Background: an optimization exercise with open tools, aiming at small area, a short achievable clock period and few clock cycles per item. Do not read the settings as production practice. The RTL was checked by simulation tests, not by an equivalence proof against the original design.

==> flow/design.v (outline; a module is shown in full before it is edited, if it fits) <==
// module neural_network: 3190 lines
module neural_network
(
    input          clk_i,
    input          rstn_i,
    input   [63:0] data_in_i,
    input          fire_i,
    output  [15:0] prediction_o,
    output         done_o
);
  // ...
==> flow/run.sh <==
#!/bin/bash
# synth_recipe.tcl (not shown) runs the flow's synth.tcl, then flattens the netlist and writes it again
# the make line also repeats each setting of config.mk as NAME=value (left out here)
make -C /OpenROAD-flow-scripts/flow DESIGN_CONFIG=/design/flow/config.mk WORK_HOME=/design/flow/orfs CLKGATE_MAP_FILE= SYNTH_SCRIPT=/design/flow/synth_recipe.tcl finish
==> flow/config.mk <==
export PLATFORM = sky130hd
export DESIGN_NAME = neural_network
export DESIGN_NICKNAME = neural_network
export VERILOG_FILES = /design/flow/design.v
export SDC_FILE = /design/flow/constraint.sdc
export NUM_CORES = 4
export LEC_CHECK = 0
export CAP_MARGIN = 20
export CORE_MARGIN = 2
export CORE_UTILIZATION = 35
export SLEW_MARGIN = 20
export SYNTH_MEMORY_MAX_BITS = 65536
==> flow/constraint.sdc <==
create_clock -name core_clock -period 10.0 [get_ports {clk_i}]
set_input_delay 2.0000 -clock core_clock [delete_from_list [all_inputs] [get_ports {clk_i}]]
set_output_delay 2.0000 -clock core_clock [all_outputs]
set_load 0.01 [all_outputs]
==> impl_table.tex, run 1 <==
\begin{tabular}{lr}
\hline
Metric & Value \\
\hline
\multicolumn{2}{l}{\textbf{STA}} \\
\quad Crit path setup slack, layout & 0.5151 ns \\
\quad Maximum clock frequency & 105.4 MHz \\
\quad Worst slew margin relative to its limit & 14.08\% \\
\quad Final worst hold slack & 0.3962 ns \\
\multicolumn{2}{l}{\textbf{Synthesis}} \\
\quad Share of synthesized flip-flops with an asynchronous set or reset & 2.062\% \\
\quad Combinational family with the most area after synthesis & compound AO/OA/AOI/OAI gates \\
\quad Gate count of the mapped netlist & between 6000 and 7000 \\
\quad Yosys Warn Count & 1 \\
\quad Compound-gate portion of the synthesized area & 32.51\% \\
\quad Synth Area in Simple Gates & 15.94\% \\
\multicolumn{2}{l}{\textbf{Clock network}} \\
\quad Clock root buffer & sky130\_fd\_sc\_hd\_\_clkbuf\_16 \\
\quad Largest buffer count on any clock path & 2 \\
\quad Number of buffers added by the clock tree synthesis step & 9 \\
\quad Number of H-tree levels & 3 \\
\multicolumn{2}{l}{\textbf{Critical path}} \\
\quad Arrival time worst endpoint & 9.73 ns \\
\quad Path type of the worst setup path & in -> reg \\
\quad CP peak stage delay & $\sim$0.7 ns \\
\quad Count of buffer and inverter cells on the critical path & 4 \\
\multicolumn{2}{l}{\textbf{Global routing}} \\
\quad GR Util met2 & roughly half \\
\quad Total global routing overflow & 0 \\
\quad Vias in the first global route & between 50000 and 60000 \\
\quad Most used routing layer in global routing & met2 \\
\quad GR Layer Usage met3 & under 10\% \\
\multicolumn{2}{l}{\textbf{Floorplanning}} \\
\quad Core outline area & between 0.1 and 0.15 mm\^{}2 \\
\quad \# rows & 139 \\
\quad Tap Count & $\sim$1900 \\
\multicolumn{2}{l}{\textbf{Place}} \\
\quad Placed instance count & 8759 \\
\quad Pre-CTS WS & just over 0.2 ns \\
\multicolumn{2}{l}{\textbf{Detailed routing}} \\
\quad Uppermost routed layer & met5 \\
\quad Met1 wire length & 93690 um \\
\quad WL final & 245200 um \\
\multicolumn{2}{l}{\textbf{Finish}} \\
\quad Share of final layout cell area taken by clock buffers and inverters & 0.5579\% \\
\quad Number of fillers in the final layout & approximately 15000 \\
\quad Number of ordinary and repair buffers in the finished layout & 371 \\
\multicolumn{2}{l}{\textbf{Worst hold path}} \\
\quad Min-Delay Path Depth & 0 \\
\multicolumn{2}{l}{\textbf{Outcome}} \\
\quad Result of the run & timing/DRC/antenna clean \\
\hline
\end{tabular}
Testbench counts, summed over its fixed seeds: cycles 4,096, items 2,048.
==> run 2, diff against run 1 <==
--- a/flow/config.mk
+++ b/flow/config.mk
@@ -7,2 +7,3 @@
 export LEC_CHECK = 0
+export ABC_AREA = 1
 export CAP_MARGIN = 20
==> impl_table.tex, run 2 <==
\begin{tabular}{lr}
\hline
Metric & Value \\
\hline
\multicolumn{2}{l}{\textbf{Detailed routing}} \\
\quad Remaining number of nets flagged by the antenna check after routing & 0 \\
\quad Uppermost routed layer & met5 \\
\quad WL final & 219100 um (-11\%) \\
\quad Via total after detailed routing & 54150 \\
\quad Via density & 5.773 \\
\quad Met3 Wirelength & 21800 um \\
\quad Met2 Routed Length & 95960 um \\
\quad DRC violations left & 0 \\
\quad Routed wirelength normalized by instance count & between 20 and 25 um \\
\quad Count of routing violations after the opening detailed-route iteration & $\sim$7000 \\
\quad Detailed-router iteration count before antenna repair & 7 \\
\quad Met1 wire length & 87560 um (-6.5\%) \\
\multicolumn{2}{l}{\textbf{Place}} \\
\quad PortBufs & 80 \\
\quad Gpl congestion & 1.059 \\
\quad Placed wire-length estimate & approximately 170000 um \\
\quad Placed instance count & 9361 (+6.9\%) \\
\multicolumn{2}{l}{\textbf{Finish}} \\
\quad Register cell area after layout & 0.002262 mm\^{}2 \\
\quad Layout area overhead & 5.997\% \\
\quad Leading cell type in the layout, fill and taps excluded & sky130\_fd\_sc\_hd\_\_nand2\_1 \\
\quad Finished Layout Cells & 9379 \\
\quad Number of fillers in the final layout & 15070 (-0.51\%) \\
\quad Top library cells by usage in the layout, fill and taps aside & 2169 x sky130\_fd\_sc\_hd\_\_nand2\_1, 1014 x sky130\_fd\_sc\_hd\_\_inv\_1, 794 x sky130\_fd\_sc\_hd\_\_ha\_1 \\
\quad Post-layout net count & 8703 \\
\quad Final core area utilization & 37.23\% \\
\quad Multi-input logic area & 0.04048 mm\^{}2 \\
\quad Share of cells above drive strength 1 & about 4\% \\
\multicolumn{2}{l}{\textbf{Synthesis}} \\
\quad Cells taking the most area after synthesis & sky130\_fd\_sc\_hd\_\_ha\_1 21\%, sky130\_fd\_sc\_hd\_\_nand2\_1 17\%, sky130\_fd\_sc\_hd\_\_fa\_1 11\%, sky130\_fd\_sc\_hd\_\_inv\_1 7.9\%, sky130\_fd\_sc\_hd\_\_nand3\_1 7.0\% \\
\quad Netlist area before placement & 0.04811 mm\^{}2 \\
\quad Share of synthesized flip-flops with an asynchronous set or reset & 2.062\% (unchanged) \\
\quad Fraction of synthesized cell area taken by the top area cell type & 20.65\% \\
\quad Most common flop cell mapped by yosys & sky130\_fd\_sc\_hd\_\_dfxtp\_1 \\
\quad Gate count of the mapped netlist & 7626 (+9.5\%) \\
\quad Area leader, netlist & sky130\_fd\_sc\_hd\_\_ha\_1 \\
\quad Most frequent cells after synthesis & 2172 x sky130\_fd\_sc\_hd\_\_nand2\_1, 1015 x sky130\_fd\_sc\_hd\_\_inv\_1, 794 x sky130\_fd\_sc\_hd\_\_ha\_1 \\
\quad Number of synthesized register bits & 97 \\
\quad Yosys Warn Count & 1 (unchanged) \\
\quad Count of cell types in the netlist & 69 \\
\quad Post-synth EDFFs & 31 \\
\quad Share of the yosys chip area belonging to registers & between 4 and 5\% \\
\quad Library cell with the highest instance count after synthesis & sky130\_fd\_sc\_hd\_\_nand2\_1 \\
\quad Average cell area after synthesis & 6.309 um\^{}2 \\
\multicolumn{2}{l}{\textbf{Clock network}} \\
\quad Number of H-tree levels & 3 (unchanged) \\
\quad TritonCTS clock tree & built \\
\quad Clock root buffer & sky130\_fd\_sc\_hd\_\_clkbuf\_16 \\
\quad Clock latency at the later pin of the worst-skew pair & 0.37 ns \\
\quad Number of buffers added by the clock tree synthesis step & 9 (unchanged) \\
\quad Hold-fix buffer count after cts & 0 \\
\quad Largest buffer count on any clock path & 2 (unchanged) \\
\quad Resized cells post-CTS & 0 \\
\quad Clock Pin Slew Worst Setup and Hold Paths & approximately 0.080 ns \\
\quad Clock tree sinks & 97 \\
\quad Post-CTS setup-driven buffer insertion count & 0 \\
\multicolumn{2}{l}{\textbf{Critical path}} \\
\quad Arrival time worst endpoint & 9.05 ns (-0.68 ns) \\
\quad CP peak stage delay & 0.74 ns (+0.06 ns) \\
\quad Path type of the worst setup path & in -> reg \\
\quad Peak fanout along the critical path & 9 \\
\quad Most Frequent Cell on Critical Path & sky130\_fd\_sc\_hd\_\_inv\_1 \\
\quad Capturing element type of the critical path & flip-flop \\
\quad Category of cells accounting for the largest share of critical-path delay & adder cells \\
\quad Data required time of the critical path & 10.28 ns \\
\quad Element type at the critical path start & input port \\
\quad Count of buffer and inverter cells on the critical path & 7 (+3) \\
\quad Critical-path cell with the highest stage delay & sky130\_fd\_sc\_hd\_\_clkdlybuf4s50\_1 \\
\multicolumn{2}{l}{\textbf{Floorplanning}} \\
\quad Die Wd & roughly 370 um \\
\quad Die Span Y & 374.8 um \\
\quad Overall die area & 0.1404 mm\^{}2 \\
\quad Core outline area & 0.1370 mm\^{}2 (-4.3\%) \\
\quad \# rows & 136 (-2.2\%) \\
\quad Effective utilization at floorplan & 35.12\% \\
\quad Number of placed I/O pins & 84 \\
\multicolumn{2}{l}{\textbf{STA}} \\
\quad Final period util & 87.70\% \\
\quad Worst slew margin relative to its limit & 25.40\% (+11 points) \\
\quad Setup Skew & 0.01720 ns \\
\quad Setup violation total in the final timing report & 0 \\
\quad Post-Route Setup TNS & 0 ns \\
\quad Final worst hold slack & 0.7101 ns (+0.3139 ns) \\
\quad Slew Limit Fails & 0 \\
\quad Unrepaired setup endpoints after global routing & no \\
\quad Post-route minimum period & $\sim$8.8 ns \\
\quad Final hold violations & 0 \\
\quad Slew at the pin closest to its max-slew limit & about 1.1 ns \\
\quad Maximum clock frequency & 114.0 MHz (+8.1\%) \\
\multicolumn{2}{l}{\textbf{Outcome}} \\
\quad Result of the run & timing/DRC/antenna clean \\
\multicolumn{2}{l}{\textbf{Global routing}} \\
\quad Total Routing Usage GR & 30.18\% \\
\quad Initial antenna violation count & 4 \\
\quad Largest net degree at the start of global routing & 93 \\
\quad Vias in the first global route & 52890 (-4.6\%) \\
\quad Total global routing overflow & 0 (unchanged) \\
\quad Wire length of the first global-routing pass & 328200 um \\
\multicolumn{2}{l}{\textbf{Flow run}} \\
\quad Max-cap violation count & 0 \\
\multicolumn{2}{l}{\textbf{Worst hold path}} \\
\quad Min-delay worst type & reg -> reg \\
\hline
\end{tabular}
==> run 2: cell types whose count changed in the layout (fill, tap and decap cells not counted), sizes merged, moves of 67 or more <==
cell and change:
nand3 +520, a31oi -105, a21o -67, nand2 +1665
xor2 +174, o21ai -111, nor3 -145, a211oi -105
xnor2 -178, buf -170, inv +385, a21oi -71
nor2 -91, o211ai -85
==> run 2: kinds of logic (layout without fill, tap and decap cells) <==
| kind of cell | Yosys count | after routing | synth area share (%) |
|---|---|---|---|
| buf+inv | 1316 | 1270 | 11.26 |
| compound gates | 1286 | 1286 | 14.99 |
| xor+xnor | 356 | 356 | 6.481 |
| other cells | 1 | 6 | 0.007794 |
| simple gates | 3512 | 3512 | 30.92 |
| flops | 97 | 97 | 4.702 |
| fa+ha+maj | 1058 | 1058 | 31.63 |
==> run 2: worst paths after layout <==
check | from | end | slack (ns) | depth (start not counted)
max | data_in_i[49] | pb1_q[15] | 1.23 | 37
min | v1_q | done_q | 0.71 | 1
max reg2reg | pb1_q[0] | t1[0] | 3.49 | 30
min reg2reg | v1_q | done_q | 0.71 | 1
max in group asynchronous | rstn_i | done_q | 8.10 | 1
min in group asynchronous | rstn_i | v1_q | 1.78 | 1
==> run 2: cell type report <==
class	count	area share, %
Antenna cell	2	0.009814
Clock buffer	9	0.4416
Inverter	1053	7.765
Sequential cell	97	4.436
Timing Repair Buffer	201	3.386
Clock inverter	7	0.1791
Multi-Input combinational cell	6216	79.38
Tap cell	1794	4.401
==> run 2: per-stage QoR <==
stage	worst slack, ns	instance area, um^2
after global routing	0.6993	50990
after detailed placement	0.9116	50680
after global placement	0.9238	50680
final	1.230	51000
after CTS	1.269	50990
after floorplan	2.194	48120
==> run 2: worst register-to-register path: cells and delay by family, from the launching register on <==
kind | cells | cell delay [ns]
compound gates | 2 | 0.66
fa+ha+maj | 3 | 1.25
buf+inv | 2 | 0.66
flops | 1 | 0.37
simple gates | 23 | 3.28
==> run 2: per-layer routing <==
layer	up-vias	track usage (%)
met2	3394	48.20
met1	25020	38.66
met5	-	0
li1	24910	-
met3	812	5.512
met4	6	15.75
==> run 3, diff against run 2 <==
--- a/flow/config.mk
+++ b/flow/config.mk
@@ -11,2 +11,3 @@
 export CORE_UTILIZATION = 35
+export SETUP_SLACK_MARGIN = 1.5
 export SLEW_MARGIN = 20
==> impl_table.tex, run 3 <==
\begin{tabular}{lr}
\hline
Metric & Value \\
\hline
\multicolumn{2}{l}{\textbf{Floorplanning}} \\
\quad Overall die area & 0.1404 mm\^{}2 (unchanged) \\
\quad Number of placed I/O pins & 84 (unchanged) \\
\quad \# rows & 136 (unchanged) \\
\quad Effective utilization at floorplan & 35.12\% (unchanged) \\
\quad Die Wd & 374.8 um (unchanged) \\
\quad Core outline area & 0.1370 mm\^{}2 (unchanged) \\
\quad Die Span Y & 374.8 um (unchanged) \\
\multicolumn{2}{l}{\textbf{Finish}} \\
\quad Layout area overhead & 7.872\% \\
\quad Top library cells by usage in the layout, fill and taps aside & 2168 x sky130\_fd\_sc\_hd\_\_nand2\_1, 988 x sky130\_fd\_sc\_hd\_\_inv\_1, 789 x sky130\_fd\_sc\_hd\_\_ha\_1 \\
\quad Inserted Diodes & 0 (-2) \\
\quad Share of cells above drive strength 1 & 5.861\% (+1.8 points) \\
\quad Post-layout net count & 8781 (+0.90\%) \\
\quad Leading cell type in the layout, fill and taps excluded & sky130\_fd\_sc\_hd\_\_nand2\_1 \\
\quad Final core area utilization & 37.89\% (+0.66 points) \\
\multicolumn{2}{l}{\textbf{Synthesis}} \\
\quad Library cell with the highest instance count after synthesis & sky130\_fd\_sc\_hd\_\_nand2\_1 \\
\quad Cells taking the most area after synthesis & sky130\_fd\_sc\_hd\_\_ha\_1 21\%, sky130\_fd\_sc\_hd\_\_nand2\_1 17\%, sky130\_fd\_sc\_hd\_\_fa\_1 11\%, sky130\_fd\_sc\_hd\_\_inv\_1 7.9\%, sky130\_fd\_sc\_hd\_\_nand3\_1 7.0\% \\
\quad Average cell area after synthesis & 6.309 um\^{}2 (unchanged) \\
\quad Share of synthesized flip-flops with an asynchronous set or reset & 2.062\% (unchanged) \\
\quad Share of the yosys chip area belonging to registers & 4.702\% (unchanged) \\
\quad Yosys Warn Count & 1 (unchanged) \\
\quad Fraction of synthesized cell area taken by the top area cell type & 20.65\% (unchanged) \\
\quad Area leader, netlist & sky130\_fd\_sc\_hd\_\_ha\_1 \\
\quad Most frequent cells after synthesis & 2172 x sky130\_fd\_sc\_hd\_\_nand2\_1, 1015 x sky130\_fd\_sc\_hd\_\_inv\_1, 794 x sky130\_fd\_sc\_hd\_\_ha\_1 \\
\quad Most common flop cell mapped by yosys & sky130\_fd\_sc\_hd\_\_dfxtp\_1 \\
\quad Number of synthesized register bits & 97 (unchanged) \\
\quad Netlist area before placement & 0.04811 mm\^{}2 (unchanged) \\
\quad Gate count of the mapped netlist & 7626 (unchanged) \\
\quad Post-synth EDFFs & 31 (unchanged) \\
\quad Count of cell types in the netlist & 69 (unchanged) \\
\multicolumn{2}{l}{\textbf{Critical path}} \\
\quad Element type at the critical path start & flip-flop \\
\quad Peak fanout along the critical path & 23 (+14) \\
\quad Capturing element type of the critical path & primary output \\
\quad Path type of the worst setup path & reg -> out \\
\quad Arrival time worst endpoint & 6.31 ns (-2.74 ns) \\
\quad Data required time of the critical path & 8.00 ns (-2.28 ns) \\
\quad R2r worst-path depth & 30 (unchanged) \\
\multicolumn{2}{l}{\textbf{Clock network}} \\
\quad Clock root buffer & sky130\_fd\_sc\_hd\_\_clkbuf\_16 \\
\quad TritonCTS clock tree & built \\
\quad Largest buffer count on any clock path & 2 (unchanged) \\
\quad Clock tree sinks & 97 (unchanged) \\
\quad Clock Pin Slew Worst Setup and Hold Paths & 0.08 ns (about the same) \\
\quad Clock latency at the later pin of the worst-skew pair & 0.37 ns (about the same) \\
\quad Number of buffers added by the clock tree synthesis step & 9 (unchanged) \\
\quad Hold-fix buffer count after cts & 0 (unchanged) \\
\quad Number of H-tree levels & 3 (unchanged) \\
\multicolumn{2}{l}{\textbf{STA}} \\
\quad Crit path setup slack, layout & 1.688 ns (+0.4583 ns) \\
\quad Maximum clock frequency & 120.3 MHz (+5.5\%) \\
\quad Worst slew margin relative to its limit & 24.76\% (-0.63 points) \\
\quad Final period util & 83.12\% (-4.6 points) \\
\quad Post-Route Setup TNS & 0 ns (unchanged) \\
\quad Slew Limit Fails & 0 (unchanged) \\
\quad Final worst hold slack & 0.7123 ns (+0.002168 ns) \\
\quad Setup violation total in the final timing report & 0 (unchanged) \\
\quad Final hold violations & 0 (unchanged) \\
\quad Post-route minimum period & 8.312 ns (-0.4583 ns) \\
\quad Slew at the pin closest to its max-slew limit & 1.125 ns (+0.009442 ns) \\
\quad Unrepaired setup endpoints after global routing & yes \\
\quad Setup Skew & 0.01830 ns (+0.001093 ns) \\
\multicolumn{2}{l}{\textbf{Outcome}} \\
\quad Result of the run & timing/DRC/antenna clean \\
\multicolumn{2}{l}{\textbf{Flow run}} \\
\quad Max-cap violation count & 0 (unchanged) \\
\multicolumn{2}{l}{\textbf{Worst hold path}} \\
\quad Min-Delay Path Depth & 1 (unchanged) \\
\quad Min-delay worst type & reg -> reg \\
\multicolumn{2}{l}{\textbf{Detailed routing}} \\
\quad Remaining number of nets flagged by the antenna check after routing & 0 (unchanged) \\
\quad Via density & 5.784 (+0.18\%) \\
\quad Routed wirelength normalized by instance count & 23.28 um (-0.34\%) \\
\quad WL final & 220100 um (+0.47\%) \\
\quad DRC violations left & 0 (unchanged) \\
\quad Via total after detailed routing & 54690 (+1.0\%) \\
\quad Detailed-router iteration count before antenna repair & 7 (unchanged) \\
\quad Count of routing violations after the opening detailed-route iteration & 7284 (+4.0\%) \\
\multicolumn{2}{l}{\textbf{Global routing}} \\
\quad Total Routing Usage GR & 30.22\% (+0.039 points) \\
\quad Wire length of the first global-routing pass & 328700 um (+0.14\%) \\
\quad Total global routing overflow & 0 (unchanged) \\
\quad Largest net degree at the start of global routing & 93 (unchanged) \\
\quad Initial antenna violation count & 5 (+1) \\
\quad Vias in the first global route & 52990 (+0.19\%) \\
\multicolumn{2}{l}{\textbf{Place}} \\
\quad Pre-CTS WS & 0.9116 ns (unchanged) \\
\quad PortBufs & 80 (unchanged) \\
\quad Placed wire-length estimate & 170000 um (unchanged) \\
\quad Gpl congestion & 1.059 (unchanged) \\
\hline
\end{tabular}
run 3: cell type report:
type                       instances  area [um^2]
fill                           15000        85080
multi-input combinational       6216        40660
inverter                        1053         4043
timing repair buffer             279         2370
sequential                        97         2262
tap                             1794         2245
clock buffer                       9        225.2
clock inverter                     7        91.34
run 3: cell families (layout without fill, tap and decap cells):
group,count (synthesis),count (layout),synth area share [%]
AO/OA/AOI/OAI,1286,1286,14.99
AND/OR/NAND/NOR,3512,3512,30.92
adder cells (fa/ha/maj),1058,1058,31.63
flip-flops,97,97,4.702
other,1,4,0.007794
XOR/XNOR,356,356,6.481
buffers and inverters,1316,1348,11.26
run 3: timing repair:
item,in CTS,in global routing
pin swaps,0,12
gates cloned,0,0
endpoints found under the setup margin,2,15
resized for setup,17,107
buffers inserted,10,68
run 3: through the flow:
stage          cells  cell area (um^2)
2_1_floorplan   7629             48120
3_3_place_gp    9361             50680
3_5_place_dp    9361             50680
4_1_cts         9387             51080
5_1_grt         9455             51900
6_report        9455             51900
run 3: worst paths after layout:
path / start / endpoint / slack [ns]
setup / recovery: t1[2] / prediction_o[2] / 1.69
hold / removal: v1_q / done_q / 0.71
setup reg to reg: pb1_q[0] / t1[0] / 3.59
hold reg to reg: v1_q / done_q / 0.71
max in group asynchronous: rstn_i / done_q / 8.10
min in group asynchronous: rstn_i / v1_q / 1.78
run 3: routing by layer:
| metal | global-route usage [%] | vias up | wire length (um) |
|---|---|---|---|
| met2 | 48.21 | 3389 | 96090 |
| met3 | 5.531 | 836 | 22330 |
| li1 | - | 25080 | - |
| met1 | 38.70 | 25370 | 87460 |
| met5 | 0 | - | 57 |
| met4 | 15.88 | 8 | 14210 |
run 3: worst max-delay path: stages, from the launching register on:
cell and delay (ns):
sky130_fd_sc_hd__edfxtp_1 0.46, sky130_fd_sc_hd__ha_1 0.36, sky130_fd_sc_hd__a21oi_1 0.18, sky130_fd_sc_hd__nand2_1 0.11, sky130_fd_sc_hd__a21oi_1 0.22, sky130_fd_sc_hd__o21ai_1 0.17
sky130_fd_sc_hd__nand3_1 0.10, sky130_fd_sc_hd__nand2_1 0.15, sky130_fd_sc_hd__inv_2 0.18, sky130_fd_sc_hd__buf_4 0.28, sky130_fd_sc_hd__nand2_1 0.10, sky130_fd_sc_hd__nand2_2 0.06
sky130_fd_sc_hd__buf_4 0.31, sky130_fd_sc_hd__inv_2 0.10, sky130_fd_sc_hd__buf_4 0.29, sky130_fd_sc_hd__nor2_1 0.15, sky130_fd_sc_hd__buf_4 0.33, sky130_fd_sc_hd__inv_1 0.40
sky130_fd_sc_hd__nor2_2 0.39, sky130_fd_sc_hd__nand2_1 0.09, sky130_fd_sc_hd__nor2_1 0.21, sky130_fd_sc_hd__a21oi_1 0.08, sky130_fd_sc_hd__nand3_1 0.17, sky130_fd_sc_hd__o21bai_1 0.10
sky130_fd_sc_hd__nand2_1 0.06, sky130_fd_sc_hd__inv_1 0.04, sky130_fd_sc_hd__nand2_1 0.20, sky130_fd_sc_hd__clkdlybuf4s50_1 0.60

## port drivers added, routing unchanged
How much do the figures lean on ideal ports? The routed layouts below were timed once more, with nothing changed but the port constraints. Step 1, drivers: a clkbuf_16 drives clk_i and a buf_2 each remaining input, both assumed. Step 2, shift: input delay + t, output delay - t, t = (earliest + latest rising clock arrival at the registers) / 2. This alone moves slack from input paths to output paths. Slacks: no drivers / after step 1 / after step 2; pairs: no drivers / after step 1.
run	shift t [ns]	setup slack, ns	slew at the worst register clock pin (ns)	worst slew at a driven data input, ns	pins driven straight from the clock port
run 1	0.428	0.515 / 0.544 / 0.120	0.08 / 0.08	0.04	1
run 2	0.435	1.230 / 1.274 / 0.839	0.08 / 0.08	0.05	1
run 3	0.434	1.688 / 1.618 / 1.406	0.09 / 0.09	0.06	1
After both steps every run listed still meets setup and hold. For run 1, which loses most, drivers alone change the setup slack by +0.029 ns; drivers and shift together by -0.395 ns.
